This design comes from an exercise in tuning for small area, a short achievable clock period and few clock cycles on the open sky130 flow, not from production work.
RTL that was checked went through simulation tests only; none was proved equivalent to the original.
Only the layout flow was run in run 2; the RTL was not checked for function there.
Power figures rest on the tool's default switching activity, not on a simulated workload.

==> flow/design.v (outline; a module is shown in full before it is edited, if it fits) <==
// module mac: 377 lines
// module projeto: 53 lines
module projeto(
    input ck,
    input inicio,
    input rst,
    input [15:0] X,
    input [15:0] A,
    input [15:0] B,
    input [15:0] C,
    output pronto,
    output overflow,
    output [15:0] resultado
);
  // ...
==> flow/flow/run.sh <==
#!/bin/bash
# The standard layout (standard.sh) with these changes:
#  - the multiply-add tree, module mac, is laid out from flow/mac_cells.v, the
#    same circuit as mac in rtl/ula.v built from cells by hand (both are
#    generated by gen/mkhand.py), so that its partial products are single
#    NAND gates feeding full-adder cells of inverted polarity;
#  - synthesis skips Yosys's early "abc -fast" (SYNTH_ARGS=-noabc), and its
#    extract_fa looks for full adders only (flow/synth_fa.tcl), leaving the
#    carry-propagate adder to abc;
#  - port buffers use the smallest buffer, but for the X ports (buf_4).
# Registers and their names are those of the standard synthesis.
set -euo pipefail
export SYNTH_ARGS="-noabc"
export BUFFER_PORTS_ARGS="-buffer_cell sky130_fd_sc_hd__buf_1"
# ... except the X ports, whose buffers drive many gates (flow/xbuf.tcl)
export POST_GLOBAL_PLACE_TCL="$PWD/flow/xbuf.tcl"
# design.v with module mac replaced by the cell-level one
awk '/^module mac\(/ {skip = 1} !skip {print} skip && /^endmodule/ {skip = 0}' design.v > design_cells.v
grep -q '^module mac(' design_cells.v && { echo "module mac still in design_cells.v"; exit 1; }
cat flow/mac_cells.v >> design_cells.v
sed "s#CLKGATE_MAP_FILE= #CLKGATE_MAP_FILE= VERILOG_FILES=$PWD/design_cells.v #; s#SYNTH_SCRIPT=[^ ]*#SYNTH_SCRIPT=$PWD/flow/synth_fa.tcl#" standard.sh > standard_cells.sh
grep -q "VERILOG_FILES=$PWD/design_cells.v" standard_cells.sh
grep -q "SYNTH_SCRIPT=$PWD/flow/synth_fa.tcl" standard_cells.sh
bash standard_cells.sh > standard.log 2>&1
==> flow/flow/synth_fa.tcl <==
proc synth {args} { yosys synth -nofsm -noshare {*}$args }
proc extract_fa {args} { yosys extract_fa -fa }
source $::env(SCRIPTS_DIR)/synth.tcl
# left out here: clear keep_hierarchy, flatten, clean up, hide names made inside functions, write 1_2_yosys.v
==> flow/flow/xbuf.tcl <==
set db [ord::get_db]
set block [ord::get_db_block]
set big [$db findMaster sky130_fd_sc_hd__buf_4]
foreach bterm [$block getBTerms] {
  if { ![string match {X\[*} [$bterm getName]] } { continue }
  set net [$bterm getNet]
  foreach iterm [$net getITerms] {
    set inst [$iterm getInst]
    if { [string match sky130_fd_sc_hd__buf_* [[$inst getMaster] getName]] } {
      $inst swapMaster $big
      puts "xbuf: [$inst getName] of [$bterm getName] -> sky130_fd_sc_hd__buf_4"
    }
  }
}
==> flow/standard.sh <==
#!/bin/bash
# synth_recipe.tcl (not shown) runs the flow's synth.tcl, then flattens the netlist and writes it again
# the make line also repeats each setting of config.mk as NAME=value (left out here)
make -C /OpenROAD-flow-scripts/flow DESIGN_CONFIG=/design/flow/config.mk WORK_HOME=/design/flow/orfs CLKGATE_MAP_FILE= SYNTH_SCRIPT=/design/flow/synth_recipe.tcl "${@:-finish}"
==> flow/config.mk <==
export PLATFORM = sky130hd
export DESIGN_NAME = projeto
export DESIGN_NICKNAME = projeto
export VERILOG_FILES = /design/flow/design.v
export SDC_FILE = /design/flow/constraint.sdc
export NUM_CORES = 4
export LEC_CHECK = 0
export CAP_MARGIN = 20
export CORE_MARGIN = 2
export CORE_UTILIZATION = 60
export CTS_BUF_LIST = sky130_fd_sc_hd__clkbuf_4 sky130_fd_sc_hd__clkbuf_8
export SETUP_SLACK_MARGIN = 4.0
export SLEW_MARGIN = 20
==> flow/constraint.sdc <==
create_clock -name core_clock -period 9.5 [get_ports {ck}]
set_input_delay 1.9000 -clock core_clock [delete_from_list [all_inputs] [get_ports {ck}]]
set_output_delay 1.9000 -clock core_clock [all_outputs]
set_load 0.01 [all_outputs]
Not shown: flow/flow/mac_cells.v
==> results.toml, run 1 <==
[outcome]
outcome = "no timing/DRC/antenna violations"

[power]
p_total_mw = 1.98
p_seq_mw = 0.309
power.density_nw_per_um2 = 368

[clock_network]
cts_buffer_depth = 2
clk_pin_slew_ns = 0.07

[placement]
dp_hpwl_mm = 9.72
postPlaceCellArea_um2 = 5280

[sta]
slew_headroom = 0.547
post-route-period-util = 0.557
finalSetupViolCount = 0
finClkSkew_ns = 0.00735
drv_slew = 0

[min_path]
min_to = "ov"
holdPathStages = 2

[grt]
grt-ovfl-total = 0
grt_pass1_vias = 3758

[synthesis]
synth.top_cells.by_area = "fa_1, dfxtp_1, nand2_1"
yosysMostFrequentCell = "nand2_1"
synth_area_um2 = 4970
synth_fp_nets = 675
async_flop_share = 0

[layout]
num-multi-input-gates = 434
final_common_cell = "nand2_1"
layout_common_cells = "nand2_1, fa_1, buf_1"
clk_share = 0.0211

[critical_path]
crit_end = "qb[14]"
critPathKind = "register to register"
path_buf_inv = 0

[route]
highest_layer = "met4"
ant_nets = 0
wl_per_cell_um = 18.7

[die]
io_pins = 85
dieArea_um2 = 9030
Testbench counts, summed over its fixed seeds: cycles 4,800.
==> module mac, before the edit <==
module mac(
    input [15:0] a,
    input [15:0] v,
    input sel,
    output [15:0] m,
    input [15:0] x,
    input [15:0] kn,
    output [15:0] ra,
    output [15:0] rb,
    output [15:0] rc,
    output [5:0] cn
);
    assign m = sel ? v : a;
    wire pp_0_0 = ~(m[0] & x[0]);
    wire pp_0_1 = ~(m[0] & x[1]);
    wire pp_0_2 = ~(m[0] & x[2]);
    wire pp_0_3 = ~(m[0] & x[3]);
    wire pp_0_4 = ~(m[0] & x[4]);
    wire pp_0_5 = ~(m[0] & x[5]);
    wire pp_0_6 = ~(m[0] & x[6]);
    wire pp_0_7 = ~(m[0] & x[7]);
    wire pp_0_8 = ~(m[0] & x[8]);
    wire pp_0_9 = ~(m[0] & x[9]);
    wire pp_0_10 = ~(m[0] & x[10]);
    wire pp_0_11 = ~(m[0] & x[11]);
    wire pp_0_12 = ~(m[0] & x[12]);
    wire pp_0_13 = ~(m[0] & x[13]);
    wire pp_0_14 = ~(m[0] & x[14]);
    wire pp_0_15 = ~(m[0] & x[15]);
    wire pp_1_0 = ~(m[1] & x[0]);
    wire pp_1_1 = ~(m[1] & x[1]);
    wire pp_1_2 = ~(m[1] & x[2]);
    wire pp_1_3 = ~(m[1] & x[3]);
    wire pp_1_4 = ~(m[1] & x[4]);
    wire pp_1_5 = ~(m[1] & x[5]);
    wire pp_1_6 = ~(m[1] & x[6]);
    wire pp_1_7 = ~(m[1] & x[7]);
    wire pp_1_8 = ~(m[1] & x[8]);
    wire pp_1_9 = ~(m[1] & x[9]);
    wire pp_1_10 = ~(m[1] & x[10]);
    wire pp_1_11 = ~(m[1] & x[11]);
    wire pp_1_12 = ~(m[1] & x[12]);
    wire pp_1_13 = ~(m[1] & x[13]);
    wire pp_1_14 = ~(m[1] & x[14]);
    wire pp_2_0 = ~(m[2] & x[0]);
    wire pp_2_1 = ~(m[2] & x[1]);
    wire pp_2_2 = ~(m[2] & x[2]);
    wire pp_2_3 = ~(m[2] & x[3]);
    wire pp_2_4 = ~(m[2] & x[4]);
    wire pp_2_5 = ~(m[2] & x[5]);
    wire pp_2_6 = ~(m[2] & x[6]);
    wire pp_2_7 = ~(m[2] & x[7]);
    wire pp_2_8 = ~(m[2] & x[8]);
    wire pp_2_9 = ~(m[2] & x[9]);
    wire pp_2_10 = ~(m[2] & x[10]);
    wire pp_2_11 = ~(m[2] & x[11]);
    wire pp_2_12 = ~(m[2] & x[12]);
    wire pp_2_13 = ~(m[2] & x[13]);
    wire pp_3_0 = ~(m[3] & x[0]);
    wire pp_3_1 = ~(m[3] & x[1]);
    wire pp_3_2 = ~(m[3] & x[2]);
    wire pp_3_3 = ~(m[3] & x[3]);
    wire pp_3_4 = ~(m[3] & x[4]);
    wire pp_3_5 = ~(m[3] & x[5]);
    wire pp_3_6 = ~(m[3] & x[6]);
    wire pp_3_7 = ~(m[3] & x[7]);
    wire pp_3_8 = ~(m[3] & x[8]);
    wire pp_3_9 = ~(m[3] & x[9]);
    wire pp_3_10 = ~(m[3] & x[10]);
    wire pp_3_11 = ~(m[3] & x[11]);
    wire pp_3_12 = ~(m[3] & x[12]);
    wire pp_4_0 = ~(m[4] & x[0]);
    wire pp_4_1 = ~(m[4] & x[1]);
    wire pp_4_2 = ~(m[4] & x[2]);
    wire pp_4_3 = ~(m[4] & x[3]);
    wire pp_4_4 = ~(m[4] & x[4]);
    wire pp_4_5 = ~(m[4] & x[5]);
    wire pp_4_6 = ~(m[4] & x[6]);
    wire pp_4_7 = ~(m[4] & x[7]);
    wire pp_4_8 = ~(m[4] & x[8]);
    wire pp_4_9 = ~(m[4] & x[9]);
    wire pp_4_10 = ~(m[4] & x[10]);
    wire pp_4_11 = ~(m[4] & x[11]);
    wire pp_5_0 = ~(m[5] & x[0]);
    wire pp_5_1 = ~(m[5] & x[1]);
    wire pp_5_2 = ~(m[5] & x[2]);
    wire pp_5_3 = ~(m[5] & x[3]);
    wire pp_5_4 = ~(m[5] & x[4]);
    wire pp_5_5 = ~(m[5] & x[5]);
    wire pp_5_6 = ~(m[5] & x[6]);
    wire pp_5_7 = ~(m[5] & x[7]);
    wire pp_5_8 = ~(m[5] & x[8]);
    wire pp_5_9 = ~(m[5] & x[9]);
    wire pp_5_10 = ~(m[5] & x[10]);
    wire pp_6_0 = ~(m[6] & x[0]);
    wire pp_6_1 = ~(m[6] & x[1]);
    wire pp_6_2 = ~(m[6] & x[2]);
    wire pp_6_3 = ~(m[6] & x[3]);
    wire pp_6_4 = ~(m[6] & x[4]);
    wire pp_6_5 = ~(m[6] & x[5]);
    wire pp_6_6 = ~(m[6] & x[6]);
    wire pp_6_7 = ~(m[6] & x[7]);
    wire pp_6_8 = ~(m[6] & x[8]);
    wire pp_6_9 = ~(m[6] & x[9]);
    wire pp_7_0 = ~(m[7] & x[0]);
    wire pp_7_1 = ~(m[7] & x[1]);
    wire pp_7_2 = ~(m[7] & x[2]);
    wire pp_7_3 = ~(m[7] & x[3]);
    wire pp_7_4 = ~(m[7] & x[4]);
    wire pp_7_5 = ~(m[7] & x[5]);
    wire pp_7_6 = ~(m[7] & x[6]);
    wire pp_7_7 = ~(m[7] & x[7]);
    wire pp_7_8 = ~(m[7] & x[8]);
    wire pp_8_0 = ~(m[8] & x[0]);
    wire pp_8_1 = ~(m[8] & x[1]);
    wire pp_8_2 = ~(m[8] & x[2]);
    wire pp_8_3 = ~(m[8] & x[3]);
    wire pp_8_4 = ~(m[8] & x[4]);
    wire pp_8_5 = ~(m[8] & x[5]);
    wire pp_8_6 = ~(m[8] & x[6]);
    wire pp_8_7 = ~(m[8] & x[7]);
    wire pp_9_0 = ~(m[9] & x[0]);
    wire pp_9_1 = ~(m[9] & x[1]);
    wire pp_9_2 = ~(m[9] & x[2]);
    wire pp_9_3 = ~(m[9] & x[3]);
    wire pp_9_4 = ~(m[9] & x[4]);
    wire pp_9_5 = ~(m[9] & x[5]);
    wire pp_9_6 = ~(m[9] & x[6]);
    wire pp_10_0 = ~(m[10] & x[0]);
    wire pp_10_1 = ~(m[10] & x[1]);
    wire pp_10_2 = ~(m[10] & x[2]);
    wire pp_10_3 = ~(m[10] & x[3]);
    wire pp_10_4 = ~(m[10] & x[4]);
    wire pp_10_5 = ~(m[10] & x[5]);
    wire pp_11_0 = ~(m[11] & x[0]);
    wire pp_11_1 = ~(m[11] & x[1]);
    wire pp_11_2 = ~(m[11] & x[2]);
    wire pp_11_3 = ~(m[11] & x[3]);
    wire pp_11_4 = ~(m[11] & x[4]);
    wire pp_12_0 = ~(m[12] & x[0]);
    wire pp_12_1 = ~(m[12] & x[1]);
    wire pp_12_2 = ~(m[12] & x[2]);
    wire pp_12_3 = ~(m[12] & x[3]);
    wire pp_13_0 = ~(m[13] & x[0]);
    wire pp_13_1 = ~(m[13] & x[1]);
    wire pp_13_2 = ~(m[13] & x[2]);
    wire pp_14_0 = ~(m[14] & x[0]);
    wire pp_14_1 = ~(m[14] & x[1]);
    wire pp_15_0 = ~(m[15] & x[0]);
    wire px1 = pp_0_15 ^ pp_1_14;
    wire px2 = pp_2_13 ^ pp_3_12;
    wire px3 = pp_4_11 ^ pp_5_10;
    wire px4 = pp_6_9 ^ pp_7_8;
    wire px5 = pp_10_5 ^ pp_11_4;
    wire px6 = pp_12_3 ^ pp_13_2;
    wire px7 = pp_14_1 ^ pp_15_0;
    wire px8 = pp_8_7 ^ pp_9_6;
    wire px9 = px1 ^ px2;
    wire px10 = px3 ^ px4;
    wire px11 = px5 ^ px6;
    wire px12 = px7 ^ px8;
    wire px13 = px10 ^ px9;
    wire px14 = px11 ^ px12;
    wire px15 = ~(px13 ^ px14);
    wire s16 = kn[1] ^ pp_0_1 ^ pp_1_0;
    wire c17 = (kn[1] & pp_0_1) | (kn[1] & pp_1_0) | (pp_0_1 & pp_1_0);
    wire s18 = kn[2] ^ pp_0_2 ^ pp_1_1;
    wire c19 = (kn[2] & pp_0_2) | (kn[2] & pp_1_1) | (pp_0_2 & pp_1_1);
    wire s20 = pp_2_0 ^ c17 ^ s18;
    wire c21 = (pp_2_0 & c17) | (pp_2_0 & s18) | (c17 & s18);
    wire s22 = kn[3] ^ pp_0_3 ^ pp_1_2;
    wire c23 = (kn[3] & pp_0_3) | (kn[3] & pp_1_2) | (pp_0_3 & pp_1_2);
    wire s24 = pp_2_1 ^ pp_3_0 ^ c19;
    wire c25 = (pp_2_1 & pp_3_0) | (pp_2_1 & c19) | (pp_3_0 & c19);
    wire s26 = s22 ^ s24 ^ c21;
    wire c27 = (s22 & s24) | (s22 & c21) | (s24 & c21);
    wire s28 = kn[4] ^ pp_0_4 ^ pp_1_3;
    wire c29 = (kn[4] & pp_0_4) | (kn[4] & pp_1_3) | (pp_0_4 & pp_1_3);
    wire s30 = pp_2_2 ^ pp_3_1 ^ pp_4_0;
    wire c31 = (pp_2_2 & pp_3_1) | (pp_2_2 & pp_4_0) | (pp_3_1 & pp_4_0);
    wire s32 = c23 ^ s28 ^ s30;
    wire c33 = (c23 & s28) | (c23 & s30) | (s28 & s30);
    wire s34 = c25 ^ s32 ^ c27;
    wire c35 = (c25 & s32) | (c25 & c27) | (s32 & c27);
    wire s36 = kn[5] ^ pp_0_5 ^ pp_1_4;
    wire c37 = (kn[5] & pp_0_5) | (kn[5] & pp_1_4) | (pp_0_5 & pp_1_4);
    wire s38 = pp_2_3 ^ pp_3_2 ^ pp_4_1;
    wire c39 = (pp_2_3 & pp_3_2) | (pp_2_3 & pp_4_1) | (pp_3_2 & pp_4_1);
    wire s40 = pp_5_0 ^ c29 ^ c31;
    wire c41 = (pp_5_0 & c29) | (pp_5_0 & c31) | (c29 & c31);
    wire s42 = s36 ^ s38 ^ c33;
    wire c43 = (s36 & s38) | (s36 & c33) | (s38 & c33);
    wire s44 = s40 ^ s42 ^ c35;
    wire c45 = (s40 & s42) | (s40 & c35) | (s42 & c35);
    wire s46 = kn[6] ^ pp_0_6 ^ pp_1_5;
    wire c47 = (kn[6] & pp_0_6) | (kn[6] & pp_1_5) | (pp_0_6 & pp_1_5);
    wire s48 = pp_2_4 ^ pp_3_3 ^ pp_4_2;
    wire c49 = (pp_2_4 & pp_3_3) | (pp_2_4 & pp_4_2) | (pp_3_3 & pp_4_2);
    wire s50 = pp_5_1 ^ pp_6_0 ^ c37;
    wire c51 = (pp_5_1 & pp_6_0) | (pp_5_1 & c37) | (pp_6_0 & c37);
    wire s52 = c39 ^ s46 ^ s48;
    wire c53 = (c39 & s46) | (c39 & s48) | (s46 & s48);
    wire s54 = s50 ^ c41 ^ s52;
    wire c55 = (s50 & c41) | (s50 & s52) | (c41 & s52);
    wire s56 = ~(c43 ^ s54);
    wire c57 = c43 | s54;
    wire s58 = kn[7] ^ pp_0_7 ^ pp_1_6;
    wire c59 = (kn[7] & pp_0_7) | (kn[7] & pp_1_6) | (pp_0_7 & pp_1_6);
    wire s60 = pp_2_5 ^ pp_3_4 ^ pp_4_3;
    wire c61 = (pp_2_5 & pp_3_4) | (pp_2_5 & pp_4_3) | (pp_3_4 & pp_4_3);
    wire s62 = pp_5_2 ^ pp_6_1 ^ pp_7_0;
    wire c63 = (pp_5_2 & pp_6_1) | (pp_5_2 & pp_7_0) | (pp_6_1 & pp_7_0);
    wire s64 = c47 ^ c49 ^ s58;
    wire c65 = (c47 & c49) | (c47 & s58) | (c49 & s58);
    wire s66 = s60 ^ s62 ^ c51;
    wire c67 = (s60 & s62) | (s60 & c51) | (s62 & c51);
    wire s68 = c53 ^ s64 ^ s66;
    wire c69 = (c53 & s64) | (c53 & s66) | (s64 & s66);
    wire s70 = c55 ^ c57 ^ s68;
    wire c71 = (c55 & c57) | (c55 & s68) | (c57 & s68);
    wire s72 = kn[8] ^ pp_0_8 ^ pp_1_7;
    wire c73 = (kn[8] & pp_0_8) | (kn[8] & pp_1_7) | (pp_0_8 & pp_1_7);
    wire s74 = pp_2_6 ^ pp_3_5 ^ pp_4_4;
    wire c75 = (pp_2_6 & pp_3_5) | (pp_2_6 & pp_4_4) | (pp_3_5 & pp_4_4);
    wire s76 = pp_5_3 ^ pp_6_2 ^ pp_7_1;
    wire c77 = (pp_5_3 & pp_6_2) | (pp_5_3 & pp_7_1) | (pp_6_2 & pp_7_1);
    wire s78 = pp_8_0 ^ c59 ^ c61;
    wire c79 = (pp_8_0 & c59) | (pp_8_0 & c61) | (c59 & c61);
    wire s80 = c63 ^ s72 ^ s74;
    wire c81 = (c63 & s72) | (c63 & s74) | (s72 & s74);
    wire s82 = s76 ^ c65 ^ s78;
    wire c83 = (s76 & c65) | (s76 & s78) | (c65 & s78);
    wire s84 = s80 ^ c67 ^ s82;
    wire c85 = (s80 & c67) | (s80 & s82) | (c67 & s82);
    wire s86 = kn[9] ^ pp_0_9 ^ pp_1_8;
    wire c87 = (kn[9] & pp_0_9) | (kn[9] & pp_1_8) | (pp_0_9 & pp_1_8);
    wire s88 = pp_2_7 ^ pp_3_6 ^ pp_4_5;
    wire c89 = (pp_2_7 & pp_3_6) | (pp_2_7 & pp_4_5) | (pp_3_6 & pp_4_5);
    wire s90 = pp_5_4 ^ pp_6_3 ^ pp_7_2;
    wire c91 = (pp_5_4 & pp_6_3) | (pp_5_4 & pp_7_2) | (pp_6_3 & pp_7_2);
    wire s92 = pp_8_1 ^ pp_9_0 ^ c73;
    wire c93 = (pp_8_1 & pp_9_0) | (pp_8_1 & c73) | (pp_9_0 & c73);
    wire s94 = c75 ^ c77 ^ s86;
    wire c95 = (c75 & c77) | (c75 & s86) | (c77 & s86);
    wire s96 = s88 ^ s90 ^ s92;
    wire c97 = (s88 & s90) | (s88 & s92) | (s90 & s92);
    wire s98 = c79 ^ c81 ^ s94;
    wire c99 = (c79 & c81) | (c79 & s94) | (c81 & s94);
    wire s100 = s96 ^ c83 ^ s98;
    wire c101 = (s96 & c83) | (s96 & s98) | (c83 & s98);
    wire s102 = kn[10] ^ pp_0_10 ^ pp_1_9;
    wire c103 = (kn[10] & pp_0_10) | (kn[10] & pp_1_9) | (pp_0_10 & pp_1_9);
    wire s104 = pp_2_8 ^ pp_3_7 ^ pp_4_6;
    wire c105 = (pp_2_8 & pp_3_7) | (pp_2_8 & pp_4_6) | (pp_3_7 & pp_4_6);
    wire s106 = pp_5_5 ^ pp_6_4 ^ pp_7_3;
    wire c107 = (pp_5_5 & pp_6_4) | (pp_5_5 & pp_7_3) | (pp_6_4 & pp_7_3);
    wire s108 = pp_10_0 ^ pp_8_2 ^ pp_9_1;
    wire c109 = (pp_10_0 & pp_8_2) | (pp_10_0 & pp_9_1) | (pp_8_2 & pp_9_1);
    wire s110 = c87 ^ c89 ^ c91;
    wire c111 = (c87 & c89) | (c87 & c91) | (c89 & c91);
    wire s112 = s102 ^ s104 ^ s106;
    wire c113 = (s102 & s104) | (s102 & s106) | (s104 & s106);
    wire s114 = s108 ^ c93 ^ c95;
    wire c115 = (s108 & c93) | (s108 & c95) | (c93 & c95);
    wire s116 = s110 ^ s112 ^ c97;
    wire c117 = (s110 & s112) | (s110 & c97) | (s112 & c97);
    wire s118 = s114 ^ c99 ^ s116;
    wire c119 = (s114 & c99) | (s114 & s116) | (c99 & s116);
    wire s120 = kn[11] ^ pp_0_11 ^ pp_1_10;
    wire c121 = (kn[11] & pp_0_11) | (kn[11] & pp_1_10) | (pp_0_11 & pp_1_10);
    wire s122 = pp_2_9 ^ pp_3_8 ^ pp_4_7;
    wire c123 = (pp_2_9 & pp_3_8) | (pp_2_9 & pp_4_7) | (pp_3_8 & pp_4_7);
    wire s124 = pp_5_6 ^ pp_6_5 ^ pp_7_4;
    wire c125 = (pp_5_6 & pp_6_5) | (pp_5_6 & pp_7_4) | (pp_6_5 & pp_7_4);
    wire s126 = pp_10_1 ^ pp_11_0 ^ pp_8_3;
    wire c127 = (pp_10_1 & pp_11_0) | (pp_10_1 & pp_8_3) | (pp_11_0 & pp_8_3);
    wire s128 = pp_9_2 ^ c103 ^ c105;
    wire c129 = (pp_9_2 & c103) | (pp_9_2 & c105) | (c103 & c105);
    wire s130 = c107 ^ s120 ^ s122;
    wire c131 = (c107 & s120) | (c107 & s122) | (s120 & s122);
    wire s132 = s124 ^ c109 ^ s126;
    wire c133 = (s124 & c109) | (s124 & s126) | (c109 & s126);
    wire s134 = c111 ^ c113 ^ s128;
    wire c135 = (c111 & c113) | (c111 & s128) | (c113 & s128);
    wire s136 = s130 ^ s132 ^ c115;
    wire c137 = (s130 & s132) | (s130 & c115) | (s132 & c115);
    wire s138 = s134 ^ c117 ^ s136;
    wire c139 = (s134 & c117) | (s134 & s136) | (c117 & s136);
    wire s140 = kn[12] ^ pp_0_12 ^ pp_1_11;
    wire c141 = (kn[12] & pp_0_12) | (kn[12] & pp_1_11) | (pp_0_12 & pp_1_11);
    wire s142 = pp_2_10 ^ pp_3_9 ^ pp_4_8;
    wire c143 = (pp_2_10 & pp_3_9) | (pp_2_10 & pp_4_8) | (pp_3_9 & pp_4_8);
    wire s144 = pp_5_7 ^ pp_6_6 ^ pp_7_5;
    wire c145 = (pp_5_7 & pp_6_6) | (pp_5_7 & pp_7_5) | (pp_6_6 & pp_7_5);
    wire s146 = pp_10_2 ^ pp_11_1 ^ pp_12_0;
    wire c147 = (pp_10_2 & pp_11_1) | (pp_10_2 & pp_12_0) | (pp_11_1 & pp_12_0);
    wire s148 = pp_8_4 ^ pp_9_3 ^ c121;
    wire c149 = (pp_8_4 & pp_9_3) | (pp_8_4 & c121) | (pp_9_3 & c121);
    wire s150 = c123 ^ c125 ^ s140;
    wire c151 = (c123 & c125) | (c123 & s140) | (c125 & s140);
    wire s152 = s142 ^ s144 ^ c127;
    wire c153 = (s142 & s144) | (s142 & c127) | (s144 & c127);
    wire s154 = s146 ^ s148 ^ c129;
    wire c155 = (s146 & s148) | (s146 & c129) | (s148 & c129);
    wire s156 = c131 ^ s150 ^ s152;
    wire c157 = (c131 & s150) | (c131 & s152) | (s150 & s152);
    wire s158 = c133 ^ s154 ^ c135;
    wire c159 = (c133 & s154) | (c133 & c135) | (s154 & c135);
    wire s160 = s156 ^ c137 ^ s158;
    wire c161 = (s156 & c137) | (s156 & s158) | (c137 & s158);
    wire s162 = kn[13] ^ pp_0_13 ^ pp_1_12;
    wire c163 = (kn[13] & pp_0_13) | (kn[13] & pp_1_12) | (pp_0_13 & pp_1_12);
    wire s164 = pp_2_11 ^ pp_3_10 ^ pp_4_9;
    wire c165 = (pp_2_11 & pp_3_10) | (pp_2_11 & pp_4_9) | (pp_3_10 & pp_4_9);
    wire s166 = pp_5_8 ^ pp_6_7 ^ pp_7_6;
    wire c167 = (pp_5_8 & pp_6_7) | (pp_5_8 & pp_7_6) | (pp_6_7 & pp_7_6);
    wire s168 = pp_10_3 ^ pp_11_2 ^ pp_12_1;
    wire c169 = (pp_10_3 & pp_11_2) | (pp_10_3 & pp_12_1) | (pp_11_2 & pp_12_1);
    wire s170 = pp_13_0 ^ pp_8_5 ^ pp_9_4;
    wire c171 = (pp_13_0 & pp_8_5) | (pp_13_0 & pp_9_4) | (pp_8_5 & pp_9_4);
    wire s172 = c141 ^ c143 ^ c145;
    wire c173 = (c141 & c143) | (c141 & c145) | (c143 & c145);
    wire s174 = s162 ^ s164 ^ s166;
    wire c175 = (s162 & s164) | (s162 & s166) | (s164 & s166);
    wire s176 = c147 ^ s168 ^ s170;
    wire c177 = (c147 & s168) | (c147 & s170) | (s168 & s170);
    wire s178 = c149 ^ c151 ^ s172;
    wire c179 = (c149 & c151) | (c149 & s172) | (c151 & s172);
    wire s180 = s174 ^ c153 ^ c155;
    wire c181 = (s174 & c153) | (s174 & c155) | (c153 & c155);
    wire s182 = s176 ^ s178 ^ c157;
    wire c183 = (s176 & s178) | (s176 & c157) | (s178 & c157);
    wire s184 = s180 ^ c159 ^ s182;
    wire c185 = (s180 & c159) | (s180 & s182) | (c159 & s182);
    wire s186 = kn[14] ^ pp_0_14 ^ pp_1_13;
    wire c187 = (kn[14] & pp_0_14) | (kn[14] & pp_1_13) | (pp_0_14 & pp_1_13);
    wire s188 = pp_2_12 ^ pp_3_11 ^ pp_4_10;
    wire c189 = (pp_2_12 & pp_3_11) | (pp_2_12 & pp_4_10) | (pp_3_11 & pp_4_10);
    wire s190 = pp_5_9 ^ pp_6_8 ^ pp_7_7;
    wire c191 = (pp_5_9 & pp_6_8) | (pp_5_9 & pp_7_7) | (pp_6_8 & pp_7_7);
    wire s192 = pp_10_4 ^ pp_11_3 ^ pp_12_2;
    wire c193 = (pp_10_4 & pp_11_3) | (pp_10_4 & pp_12_2) | (pp_11_3 & pp_12_2);
    wire s194 = pp_13_1 ^ pp_14_0 ^ pp_8_6;
    wire c195 = (pp_13_1 & pp_14_0) | (pp_13_1 & pp_8_6) | (pp_14_0 & pp_8_6);
    wire s196 = pp_9_5 ^ c163 ^ c165;
    wire c197 = (pp_9_5 & c163) | (pp_9_5 & c165) | (c163 & c165);
    wire s198 = c167 ^ s186 ^ s188;
    wire c199 = (c167 & s186) | (c167 & s188) | (s186 & s188);
    wire s200 = s190 ^ c169 ^ c171;
    wire c201 = (s190 & c169) | (s190 & c171) | (c169 & c171);
    wire s202 = s192 ^ s194 ^ c173;
    wire c203 = (s192 & s194) | (s192 & c173) | (s194 & c173);
    wire s204 = c175 ^ s196 ^ s198;
    wire c205 = (c175 & s196) | (c175 & s198) | (s196 & s198);
    wire s206 = c177 ^ s200 ^ s202;
    wire c207 = (c177 & s200) | (c177 & s202) | (s200 & s202);
    wire s208 = c179 ^ s204 ^ c181;
    wire c209 = (c179 & s204) | (c179 & c181) | (s204 & c181);
    wire s210 = s206 ^ c183 ^ s208;
    wire c211 = (s206 & c183) | (s206 & s208) | (c183 & s208);
    wire s212 = kn[15] ^ c187 ^ c189;
    wire c213 = (kn[15] & c187) | (kn[15] & c189) | (c187 & c189);
    wire s214 = c191 ^ c193 ^ c195;
    wire c215 = (c191 & c193) | (c191 & c195) | (c193 & c195);
    wire s216 = c197 ^ c199 ^ s212;
    wire c217 = (c197 & c199) | (c197 & s212) | (c199 & s212);
    wire s218 = px15 ^ c201 ^ s214;
    wire c219 = (px15 & c201) | (px15 & s214) | (c201 & s214);
    wire s220 = c203 ^ c205 ^ s216;
    wire c221 = (c203 & c205) | (c203 & s216) | (c205 & s216);
    wire s222 = c207 ^ s218 ^ s220;
    wire c223 = (c207 & s218) | (c207 & s220) | (s218 & s220);
    assign ra = {c209, c185, c161, c139, c119, c101, c85, c69, s70, s56, s44, s34, s26, s20, s16, kn[0]};
    assign rb = {s222, s210, s184, s160, s138, s118, s100, s84, 1'b1, c45, 1'b1, 1'b1, 1'b1, 1'b1, 1'b1, pp_0_0};
    assign rc = {c211, 1'b1, 1'b1, 1'b1, 1'b1, 1'b1, 1'b1, c71, 1'b1, 1'b1, 1'b1, 1'b1, 1'b1, 1'b1, 1'b1, 1'b1};
    assign cn = {c223, c221, c219, c217, c215, c213};
endmodule
==> module projeto, before the edit <==
module projeto(
    input ck,
    input inicio,
    input rst,
    input [15:0] X,
    input [15:0] A,
    input [15:0] B,
    input [15:0] C,
    output pronto,
    output overflow,
    output [15:0] resultado
);
    reg busy, pr, ov;
    reg [15:0] qa, qb, qc;
    reg [2:0] ql;
    wire [15:0] ta = ~qa, tb = ~qb, tc = ~qc;
    wire [15:0] cs = ta ^ tb ^ tc;
    wire [15:0] cm = (ta & tb) | (ta & tc) | (tb & tc);
    wire [17:0] vs = {2'b00, cs} + {1'b0, cm, 1'b0};
    wire [16:0] v = {|vs[17:16], vs[15:0]};
    wire vo = ov | (|ql) | v[16];
    wire [15:0] m;       
    wire [15:0] kn = ~(busy ? C : B);
    wire [15:0] ra, rb, rc;
    wire [5:0] cn;
    mac u(.a(A), .v(v[15:0]), .sel(busy), .m(m), .x(X), .kn(kn), .ra(ra), .rb(rb), .rc(rc), .cn(cn));
    reg hi;
    integer i;
    always @(*) begin
        hi = 1'b0;
        for (i = 1; i < 16; i = i + 1)
            hi = hi | (m[i] & (|(X >> (16 - i))));
    end
    wire po = hi;
    wire [2:0] pl = {~&cn[3:0], ~cn[4], ~cn[5]};
    always @(posedge ck) begin
        qa <= ra;
        qb <= rb;
        qc <= rc;
        ql <= pl;
        ov <= po | (busy & vo);
        if (rst) begin
            busy <= 1'b0;
            pr   <= 1'b0;
        end else begin
            busy <= ~busy & inicio;
            pr   <= busy;
        end
    end
    assign pronto = pr;
    assign resultado = v[15:0];
    assign overflow = vo;
endmodule
==> run 2: changes to the inputs <==
--- a/flow/design.v
+++ b/flow/design.v
@@ -8,7 +8,8 @@
     output [15:0] ra,
     output [15:0] rb,
     output [15:0] rc,
-    output [5:0] cn
+    output [15:0] rd,
+    output [4:0] cn
 );
     assign m = sel ? v : a;
     wire pp_0_0 = ~(m[0] & x[0]);
@@ -153,8 +154,8 @@
     wire px4 = pp_6_9 ^ pp_7_8;
     wire px5 = pp_10_5 ^ pp_11_4;
     wire px6 = pp_12_3 ^ pp_13_2;
-    wire px7 = pp_14_1 ^ pp_15_0;
-    wire px8 = pp_8_7 ^ pp_9_6;
+    wire px7 = pp_8_7 ^ pp_9_6;
+    wire px8 = pp_14_1 ^ pp_15_0;
     wire px9 = px1 ^ px2;
     wire px10 = px3 ^ px4;
     wire px11 = px5 ^ px6;
@@ -340,40 +341,37 @@
     wire c191 = (pp_5_9 & pp_6_8) | (pp_5_9 & pp_7_7) | (pp_6_8 & pp_7_7);
     wire s192 = pp_10_4 ^ pp_11_3 ^ pp_12_2;
     wire c193 = (pp_10_4 & pp_11_3) | (pp_10_4 & pp_12_2) | (pp_11_3 & pp_12_2);
-    wire s194 = pp_13_1 ^ pp_14_0 ^ pp_8_6;
-    wire c195 = (pp_13_1 & pp_14_0) | (pp_13_1 & pp_8_6) | (pp_14_0 & pp_8_6);
-    wire s196 = pp_9_5 ^ c163 ^ c165;
-    wire c197 = (pp_9_5 & c163) | (pp_9_5 & c165) | (c163 & c165);
-    wire s198 = c167 ^ s186 ^ s188;
-    wire c199 = (c167 & s186) | (c167 & s188) | (s186 & s188);
-    wire s200 = s190 ^ c169 ^ c171;
-    wire c201 = (s190 & c169) | (s190 & c171) | (c169 & c171);
-    wire s202 = s192 ^ s194 ^ c173;
-    wire c203 = (s192 & s194) | (s192 & c173) | (s194 & c173);
+    wire s194 = pp_13_1 ^ pp_8_6 ^ pp_9_5;
+    wire c195 = (pp_13_1 & pp_8_6) | (pp_13_1 & pp_9_5) | (pp_8_6 & pp_9_5);
+    wire s196 = c163 ^ c165 ^ c167;
+    wire c197 = (c163 & c165) | (c163 & c167) | (c165 & c167);
+    wire s198 = s186 ^ s188 ^ s190;
+    wire c199 = (s186 & s188) | (s186 & s190) | (s188 & s190);
+    wire s200 = c169 ^ c171 ^ s192;
+    wire c201 = (c169 & c171) | (c169 & s192) | (c171 & s192);
+    wire s202 = s194 ^ c173 ^ pp_14_0;
+    wire c203 = (s194 & c173) | (s194 & pp_14_0) | (c173 & pp_14_0);
     wire s204 = c175 ^ s196 ^ s198;
     wire c205 = (c175 & s196) | (c175 & s198) | (s196 & s198);
-    wire s206 = c177 ^ s200 ^ s202;
-    wire c207 = (c177 & s200) | (c177 & s202) | (s200 & s202);
-    wire s208 = c179 ^ s204 ^ c181;
-    wire c209 = (c179 & s204) | (c179 & c181) | (s204 & c181);
-    wire s210 = s206 ^ c183 ^ s208;
-    wire c211 = (s206 & c183) | (s206 & s208) | (c183 & s208);
-    wire s212 = kn[15] ^ c187 ^ c189;
-    wire c213 = (kn[15] & c187) | (kn[15] & c189) | (c187 & c189);
-    wire s214 = c191 ^ c193 ^ c195;
-    wire c215 = (c191 & c193) | (c191 & c195) | (c193 & c195);
-    wire s216 = c197 ^ c199 ^ s212;
-    wire c217 = (c197 & c199) | (c197 & s212) | (c199 & s212);
-    wire s218 = px15 ^ c201 ^ s214;
-    wire c219 = (px15 & c201) | (px15 & s214) | (c201 & s214);
-    wire s220 = c203 ^ c205 ^ s216;
-    wire c221 = (c203 & c205) | (c203 & s216) | (c205 & s216);
-    wire s222 = c207 ^ s218 ^ s220;
-    wire c223 = (c207 & s218) | (c207 & s220) | (s218 & s220);
-    assign ra = {c209, c185, c161, c139, c119, c101, c85, c69, s70, s56, s44, s34, s26, s20, s16, kn[0]};
-    assign rb = {s222, s210, s184, s160, s138, s118, s100, s84, 1'b1, c45, 1'b1, 1'b1, 1'b1, 1'b1, 1'b1, pp_0_0};
-    assign rc = {c211, 1'b1, 1'b1, 1'b1, 1'b1, 1'b1, 1'b1, c71, 1'b1, 1'b1, 1'b1, 1'b1, 1'b1, 1'b1, 1'b1, 1'b1};
-    assign cn = {c223, c221, c219, c217, c215, c213};
+    wire s206 = c177 ^ s200 ^ c179;
+    wire c207 = (c177 & s200) | (c177 & c179) | (s200 & c179);
+    wire s208 = s202 ^ s204 ^ c181;
+    wire c209 = (s202 & s204) | (s202 & c181) | (s204 & c181);
+    wire s210 = kn[15] ^ c187 ^ c189;
+    wire c211 = (kn[15] & c187) | (kn[15] & c189) | (c187 & c189);
+    wire s212 = c191 ^ c193 ^ c195;
+    wire c213 = (c191 & c193) | (c191 & c195) | (c193 & c195);
+    wire s214 = c197 ^ c199 ^ s210;
+    wire c215 = (c197 & c199) | (c197 & s210) | (c199 & s210);
+    wire s216 = c201 ^ s212 ^ c203;
+    wire c217 = (c201 & s212) | (c201 & c203) | (s212 & c203);
+    wire s218 = c205 ^ s214 ^ c207;
+    wire c219 = (c205 & s214) | (c205 & c207) | (s214 & c207);
+    assign ra = {px15, s206, c161, c139, c119, c101, c85, c69, s70, s56, s44, s34, s26, s20, s16, kn[0]};
+    assign rb = {s216, c183, s184, s160, s138, s118, s100, s84, 1'b1, c45, 1'b1, 1'b1, 1'b1, 1'b1, 1'b1, pp_0_0};
+    assign rc = {c209, s208, 1'b1, 1'b1, 1'b1, 1'b1, 1'b1, c71, 1'b1, 1'b1, 1'b1, 1'b1, 1'b1, 1'b1, 1'b1, 1'b1};
+    assign rd = {s218, c185, 1'b1, 1'b1, 1'b1, 1'b1, 1'b1, 1'b1, 1'b1, 1'b1, 1'b1, 1'b1, 1'b1, 1'b1, 1'b1, 1'b1};
+    assign cn = {c219, c217, c215, c213, c211};
 endmodule
 module projeto(
     input ck,
@@ -388,19 +386,20 @@
     output [15:0] resultado
 );
     reg busy, pr, ov;
-    reg [15:0] qa, qb, qc;
+    reg [15:0] qa, qb, qc, qd;
     reg [2:0] ql;
-    wire [15:0] ta = ~qa, tb = ~qb, tc = ~qc;
+    wire [15:0] ta = ~qa, tb = ~qb, tc = ~qc, td = ~qd;
     wire [15:0] cs = ta ^ tb ^ tc;
     wire [15:0] cm = (ta & tb) | (ta & tc) | (tb & tc);
-    wire [17:0] vs = {2'b00, cs} + {1'b0, cm, 1'b0};
+    wire [17:0] v3 = {2'b00, cs} + {1'b0, cm, 1'b0};
+    wire [17:0] vs = v3 + {2'b00, td[15:14], 14'd0};
     wire [16:0] v = {|vs[17:16], vs[15:0]};
     wire vo = ov | (|ql) | v[16];
     wire [15:0] m;       
     wire [15:0] kn = ~(busy ? C : B);
-    wire [15:0] ra, rb, rc;
-    wire [5:0] cn;
-    mac u(.a(A), .v(v[15:0]), .sel(busy), .m(m), .x(X), .kn(kn), .ra(ra), .rb(rb), .rc(rc), .cn(cn));
+    wire [15:0] ra, rb, rc, rd;
+    wire [4:0] cn;
+    mac u(.a(A), .v(v[15:0]), .sel(busy), .m(m), .x(X), .kn(kn), .ra(ra), .rb(rb), .rc(rc), .rd(rd), .cn(cn));
     reg hi;
     integer i;
     always @(*) begin
@@ -409,11 +408,12 @@
             hi = hi | (m[i] & (|(X >> (16 - i))));
     end
     wire po = hi;
-    wire [2:0] pl = {~&cn[3:0], ~cn[4], ~cn[5]};
+    wire [2:0] pl = {~&cn[2:0], ~cn[3], ~cn[4]};
     always @(posedge ck) begin
         qa <= ra;
         qb <= rb;
         qc <= rc;
+        qd <= rd;
         ql <= pl;
         ov <= po | (busy & vo);
         if (rst) begin
==> flow/flow/run.sh (replaced) <==
#!/bin/bash
# The standard layout (standard.sh) with these changes:
#  - the multiply-add tree, module mac, is laid out from flow/mac_cells.v, the
#    same circuit as mac in rtl/ula.v built from cells by hand (both are
#    generated by gen/mkhand.py), so that its partial products are single
#    NAND gates feeding full-adder cells of inverted polarity;
#  - synthesis skips Yosys's early "abc -fast" (SYNTH_ARGS=-noabc);
#  - port buffers use the smallest buffer, but for the X ports (buf_4).
# Registers and their names are those of the standard synthesis.
set -euo pipefail
export SYNTH_ARGS="-noabc"
export BUFFER_PORTS_ARGS="-buffer_cell sky130_fd_sc_hd__buf_1"
# ... except the X ports, whose buffers drive many gates (flow/xbuf.tcl)
export POST_GLOBAL_PLACE_TCL="$PWD/flow/xbuf.tcl"
# design.v with module mac replaced by the cell-level one
awk '/^module mac\(/ {skip = 1} !skip {print} skip && /^endmodule/ {skip = 0}' design.v > design_cells.v
grep -q '^module mac(' design_cells.v && { echo "module mac still in design_cells.v"; exit 1; }
cat flow/mac_cells.v >> design_cells.v
sed "s#CLKGATE_MAP_FILE= #CLKGATE_MAP_FILE= VERILOG_FILES=$PWD/design_cells.v #" standard.sh > standard_cells.sh
grep -q "VERILOG_FILES=$PWD/design_cells.v" standard_cells.sh
bash standard_cells.sh > standard.log 2>&1
--- a/flow/flow/mac_cells.v
+++ b/flow/flow/mac_cells.v
@@ -10,7 +10,8 @@
     output [15:0] ra,
     output [15:0] rb,
     output [15:0] rc,
-    output [5:0] cn
+    output [15:0] rd,
+    output [4:0] cn
 );
     sky130_fd_sc_hd__mux2_2 g_m0 (.A0(a[0]), .A1(v[0]), .S(sel), .X(m[0]));
     sky130_fd_sc_hd__mux2_2 g_m1 (.A0(a[1]), .A1(v[1]), .S(sel), .X(m[1]));
@@ -333,9 +334,9 @@
     wire px6;
     sky130_fd_sc_hd__xor2_1 g_px6 (.A(pp_12_3), .B(pp_13_2), .X(px6));
     wire px7;
-    sky130_fd_sc_hd__xor2_1 g_px7 (.A(pp_14_1), .B(pp_15_0), .X(px7));
+    sky130_fd_sc_hd__xor2_1 g_px7 (.A(pp_8_7), .B(pp_9_6), .X(px7));
     wire px8;
-    sky130_fd_sc_hd__xor2_1 g_px8 (.A(pp_8_7), .B(pp_9_6), .X(px8));
+    sky130_fd_sc_hd__xor2_1 g_px8 (.A(pp_14_1), .B(pp_15_0), .X(px8));
     wire px9;
     sky130_fd_sc_hd__xor2_1 g_px9 (.A(px1), .B(px2), .X(px9));
     wire px10;
@@ -530,37 +531,34 @@
     wire s192, c193;
     sky130_fd_sc_hd__fa_1 g_s192 (.A(pp_10_4), .B(pp_11_3), .CIN(pp_12_2), .COUT(c193), .SUM(s192));
     wire s194, c195;
-    sky130_fd_sc_hd__fa_1 g_s194 (.A(pp_13_1), .B(pp_14_0), .CIN(pp_8_6), .COUT(c195), .SUM(s194));
+    sky130_fd_sc_hd__fa_1 g_s194 (.A(pp_13_1), .B(pp_8_6), .CIN(pp_9_5), .COUT(c195), .SUM(s194));
     wire s196, c197;
-    sky130_fd_sc_hd__fa_1 g_s196 (.A(pp_9_5), .B(c163), .CIN(c165), .COUT(c197), .SUM(s196));
+    sky130_fd_sc_hd__fa_1 g_s196 (.A(c163), .B(c165), .CIN(c167), .COUT(c197), .SUM(s196));
     wire s198, c199;
-    sky130_fd_sc_hd__fa_1 g_s198 (.A(c167), .B(s186), .CIN(s188), .COUT(c199), .SUM(s198));
+    sky130_fd_sc_hd__fa_1 g_s198 (.A(s186), .B(s188), .CIN(s190), .COUT(c199), .SUM(s198));
     wire s200, c201;
-    sky130_fd_sc_hd__fa_1 g_s200 (.A(s190), .B(c169), .CIN(c171), .COUT(c201), .SUM(s200));
+    sky130_fd_sc_hd__fa_1 g_s200 (.A(c169), .B(c171), .CIN(s192), .COUT(c201), .SUM(s200));
     wire s202, c203;
-    sky130_fd_sc_hd__fa_1 g_s202 (.A(s192), .B(s194), .CIN(c173), .COUT(c203), .SUM(s202));
+    sky130_fd_sc_hd__fa_1 g_s202 (.A(s194), .B(c173), .CIN(pp_14_0), .COUT(c203), .SUM(s202));
     wire s204, c205;
     sky130_fd_sc_hd__fa_1 g_s204 (.A(c175), .B(s196), .CIN(s198), .COUT(c205), .SUM(s204));
     wire s206, c207;
-    sky130_fd_sc_hd__fa_1 g_s206 (.A(c177), .B(s200), .CIN(s202), .COUT(c207), .SUM(s206));
+    sky130_fd_sc_hd__fa_1 g_s206 (.A(c177), .B(s200), .CIN(c179), .COUT(c207), .SUM(s206));
     wire s208, c209;
-    sky130_fd_sc_hd__fa_1 g_s208 (.A(c179), .B(s204), .CIN(c181), .COUT(c209), .SUM(s208));
+    sky130_fd_sc_hd__fa_1 g_s208 (.A(s202), .B(s204), .CIN(c181), .COUT(c209), .SUM(s208));
     wire s210, c211;
-    sky130_fd_sc_hd__fa_1 g_s210 (.A(s206), .B(c183), .CIN(s208), .COUT(c211), .SUM(s210));
+    sky130_fd_sc_hd__fa_1 g_s210 (.A(kn[15]), .B(c187), .CIN(c189), .COUT(c211), .SUM(s210));
     wire s212, c213;
-    sky130_fd_sc_hd__fa_1 g_s212 (.A(kn[15]), .B(c187), .CIN(c189), .COUT(c213), .SUM(s212));
+    sky130_fd_sc_hd__fa_1 g_s212 (.A(c191), .B(c193), .CIN(c195), .COUT(c213), .SUM(s212));
     wire s214, c215;
-    sky130_fd_sc_hd__fa_1 g_s214 (.A(c191), .B(c193), .CIN(c195), .COUT(c215), .SUM(s214));
+    sky130_fd_sc_hd__fa_1 g_s214 (.A(c197), .B(c199), .CIN(s210), .COUT(c215), .SUM(s214));
     wire s216, c217;
-    sky130_fd_sc_hd__fa_1 g_s216 (.A(c197), .B(c199), .CIN(s212), .COUT(c217), .SUM(s216));
+    sky130_fd_sc_hd__fa_1 g_s216 (.A(c201), .B(s212), .CIN(c203), .COUT(c217), .SUM(s216));
     wire s218, c219;
-    sky130_fd_sc_hd__fa_1 g_s218 (.A(px15), .B(c201), .CIN(s214), .COUT(c219), .SUM(s218));
-    wire s220, c221;
-    sky130_fd_sc_hd__fa_1 g_s220 (.A(c203), .B(c205), .CIN(s216), .COUT(c221), .SUM(s220));
-    wire s222, c223;
-    sky130_fd_sc_hd__fa_1 g_s222 (.A(c207), .B(s218), .CIN(s220), .COUT(c223), .SUM(s222));
-    assign ra = {c209, c185, c161, c139, c119, c101, c85, c69, s70, s56, s44, s34, s26, s20, s16, kn[0]};
-    assign rb = {s222, s210, s184, s160, s138, s118, s100, s84, 1'b1, c45, 1'b1, 1'b1, 1'b1, 1'b1, 1'b1, pp_0_0};
-    assign rc = {c211, 1'b1, 1'b1, 1'b1, 1'b1, 1'b1, 1'b1, c71, 1'b1, 1'b1, 1'b1, 1'b1, 1'b1, 1'b1, 1'b1, 1'b1};
-    assign cn = {c223, c221, c219, c217, c215, c213};
+    sky130_fd_sc_hd__fa_1 g_s218 (.A(c205), .B(s214), .CIN(c207), .COUT(c219), .SUM(s218));
+    assign ra = {px15, s206, c161, c139, c119, c101, c85, c69, s70, s56, s44, s34, s26, s20, s16, kn[0]};
+    assign rb = {s216, c183, s184, s160, s138, s118, s100, s84, 1'b1, c45, 1'b1, 1'b1, 1'b1, 1'b1, 1'b1, pp_0_0};
+    assign rc = {c209, s208, 1'b1, 1'b1, 1'b1, 1'b1, 1'b1, c71, 1'b1, 1'b1, 1'b1, 1'b1, 1'b1, 1'b1, 1'b1, 1'b1};
+    assign rd = {s218, c185, 1'b1, 1'b1, 1'b1, 1'b1, 1'b1, 1'b1, 1'b1, 1'b1, 1'b1, 1'b1, 1'b1, 1'b1, 1'b1, 1'b1};
+    assign cn = {c219, c217, c215, c213, c211};
 endmodule
--- a/flow/config.mk
+++ b/flow/config.mk
@@ -9,5 +9,5 @@
 export CORE_MARGIN = 2
 export CORE_UTILIZATION = 60
 export CTS_BUF_LIST = sky130_fd_sc_hd__clkbuf_4 sky130_fd_sc_hd__clkbuf_8
-export SETUP_SLACK_MARGIN = 4.0
+export SETUP_SLACK_MARGIN = 4.7
 export SLEW_MARGIN = 20
removed: flow/flow/synth_fa.tcl
==> run 2 against run 1 <==
Non-clock buffer count up 1. Global-route usage fell by 0.86 points. Combinational power up 14%. Register-to-register slack improved by 0.68 ns. Routed wire length fell by 5.5%. Sequential share of layout area up 0.64 points. First-iteration DRC count rose by 81%. Critical path depth shrank 4. Utilization up 1.7 points. Clock skew rose by 0.0044 ns. Maximum frequency is 9.1% higher. Largest power group unchanged. Highest routed layer unchanged.
==> results.toml, run 2 <==
[critical_path]
start_kind = "register"
critPathKind = "register to primary output"
critPathArrivalTime_ns = 2.95
critical_path.max_fanout = 5
critical_path_required_ns = 7.60
cp-end-kind = "primary output"

[die]
core-area_um2 = 8220
io_pins = 85
die_h_um = 95.9
start_util = 0.617
num_rows = 33
die_width_um = 95.9
dieArea_um2 = 9200

[grt]
grt_pass1_wl_mm = 19.3
antenna_found_initial = 0
grt-ovfl-total = 0
grt_max_degree = 37
track_usage = 0.285
grt_pass1_vias = 3938

[layout]
layout_common_cells = "nand2_1, fa_1, buf_1"
n_antenna_cell = 0
top_regs = "qa: 16 flops, qb: 10 flops"
final_core_util = 0.680
num-nets-final = 757
top_register = "qa"
largest_reg_flops = 16
final_layout_size_suffix_gt1_frac = 0.114
final_common_cell = "nand2_1"
area_delta_synth_final_pct = 10.2

[sta]
worstMarginPinSlew_ns = 1.03
rsz0062_at_grt = "yes"
drv_slew = 0
period_needed_ns = 4.85
slew_headroom = 0.312
setup_tns_ns = 0
finClkSkew_ns = 0.0117
fmax_mhz = 206
finalSetupViolCount = 0
hold_violations = 0
post-route-period-util = 0.511

[synthesis]
syn-instance-count = 494
ys_seq_area_frac = 0.146
ys_seq_elements = 37
synth-edff-count = 0
synth_top_area_share = 0.419
synth.distinct_cells = 42
async_flop_share = 0
yosysTopAreaCell = "fa_1"
synth.top_cells.by_area = "fa_1, dfxtp_1, nand2_1"
synth.top_cells.by_count = "nand2_1, fa_1, dfxtp_1, inv_1, buf_4"
yosysMostFrequentCell = "nand2_1"
synth_area_um2 = 5070
synth_area_per_cell_um2 = 10.3
synthFlopType = "dfxtp_1"
synth_fp_nets = 691
ys.warnings.count = 1

[route]
drtIter0Drc = 304
wl_per_cell_um = 17.8
ant_nets = 0
viasPerCell = 5.62
drt_first_pass_iters = 5
postRouteWirelength_mm = 11.8
route.detailed.drc = 0
vias = 3743

[flow_run]
cap_violations = 0

[power]
leakage_nw = 2.21
power.density_nw_per_um2 = 393
ir_drop_mv = 0.220

[clock_network]
cts_sinks = 37
cts_tree = "yes"
insertion_delay_ns = 0.31
cts_buffer_depth = 2
cts_made_buffers = 5
cts_root_buf = "clkbuf_8"
clk_pin_slew_ns = 0.09
htree_levels = 2
holdBufCountCts = 0

[min_path]
hold_path.class = "register to register"

[placement]
dp_hpwl_mm = 9.45
io_buffer_count = 84

[outcome]
outcome = "no timing/DRC/antenna violations"
==> run 2: cell count changes after synthesis, moves of 4 or more <==
cell / previous run / this run
nor3b_1: 5 / 1
xnor2_1: 20 / 10
a21oi_1: 10 / 5
nor3_1: 8 / 3
maj3_1: 4 / 0
ha_1: 0 / 24
clkbuf_1: 5 / 0
or3_1: 5 / 0
inv_1: 4 / 30
o21ai_0: 14 / 4
==> run 2: path summary, 6_finish.rpt <==
check                             from       end  slack (ns)  depth (start not counted)
worst min-delay path                ov        ov        0.84                          5
worst max-delay path            qc[14]  overflow        4.65                          9
worst min register to register      ov        ov        0.84                          5
worst max register to register   qc[8]    qb[12]        4.89                         13
==> run 2: layout make-up <==
type                    instances  area (um2)
multi-input cells             399        4090
fillers                       690        2630
flip-flops and latches         37         742
repair buffers                 87         400
well taps                     105         131
inverters                      30         113
clock buffers                   5        68.8
clock inverters                 3        46.3
==> run 2: where the power goes <==
| group | switching (mW) | leakage [nW] | internal [mW] | total [mW] |
|---|---|---|---|---|
| clock | 0.0664 | 0.0543 | 0.0787 | 0.145 |
| sequential | 0.0395 | 0.311 | 0.253 | 0.292 |
| combinational | 0.968 | 1.85 | 0.790 | 1.76 |
| total | 1.07 | 2.21 | 1.12 | 2.20 |
==> run 2: per-layer routing <==
layer  vias up  track usage  part of all wire
met4         0       0.0917             0.024
met5         -            0                 0
met1      1873        0.372              0.41
met2       152        0.488              0.50
li1       1696            -                 -
met3        22       0.0486             0.063
==> run 2: critical path, stage by stage (launching register included) <==
cell and delay, ns:
dfxtp_1 0.33, fa_1 0.53, fa_1 0.52, inv_1 0.07, ha_4 0.29, nand4_1 0.12
o32a_1 0.35, nor4b_2 0.24, o21ai_1 0.09, buf_1 0.13
==> run 2: repair_timing <==
item | in CTS | in global routing
gates resized for setup | 3 | 15
setup endpoints to repair | 2 | 5
setup buffers | 0 | 3
pin swaps | 0 | 1
==> run 2: kinds of logic (layout without fill, tap and decap cells) <==
group | count (synthesis) | count (layout) | share of synthesized area
flip-flops | 37 | 37 | 0.146
buffers and inverters | 58 | 125 | 0.0637
adder cells (fa/ha/maj) | 130 | 130 | 0.478
multiplexers | 32 | 32 | 0.0672
AO/OA/AOI/OAI | 28 | 28 | 0.0437
XOR/XNOR | 27 | 27 | 0.0467
AND/OR/NAND/NOR | 182 | 182 | 0.155
==> run 2: per-stage QoR <==
| step | worst slack [ns] | area, um2 | std cells | hold slack, ns | power [mW] |
|---|---|---|---|---|---|
| final | 4.65 | 5590 | 666 | 0.842 | 2.20 |
| after CTS | 4.64 | 5510 | 663 | 0.848 | 2.12 |
| after global routing | 4.49 | 5590 | 666 | 0.897 | 2.46 |
| after detailed placement | 4.48 | 5370 | 655 | 0.826 | 1.91 |
| after floorplan | 4.79 | 5070 | 494 | 0.684 | 1.65 |
| after global placement | 4.51 | 5310 | 655 | 0.822 | 1.88 |

[port drivers added, routing unchanged]
The results above use ideal ports. As a check the final layouts listed here were re-extracted and re-timed, cells and wires unchanged. Step 1 sets driving cells, clkbuf_16 on the clock port and buf_2 on the other inputs (assumed; they add their load-dependent delay and slew). Step 2, shift: input delay + t, output delay - t, t = (earliest + latest rising clock arrival at the registers) / 2. This alone moves slack from input paths to output paths. Slacks: no drivers / after step 1 / after step 2; pairs: no drivers / after step 1.
run	shift t [ns]	slack for setup (ns)	cell pins on the clock port's net
run 1	0.308	4.205 / 4.205 / 4.180	1
run 2	0.334	4.648 / 4.616 / 4.503	1
After both steps every run listed still meets setup and hold. For run 2, which loses most, drivers alone change the setup slack by -0.032 ns; drivers and shift together by -0.145 ns.
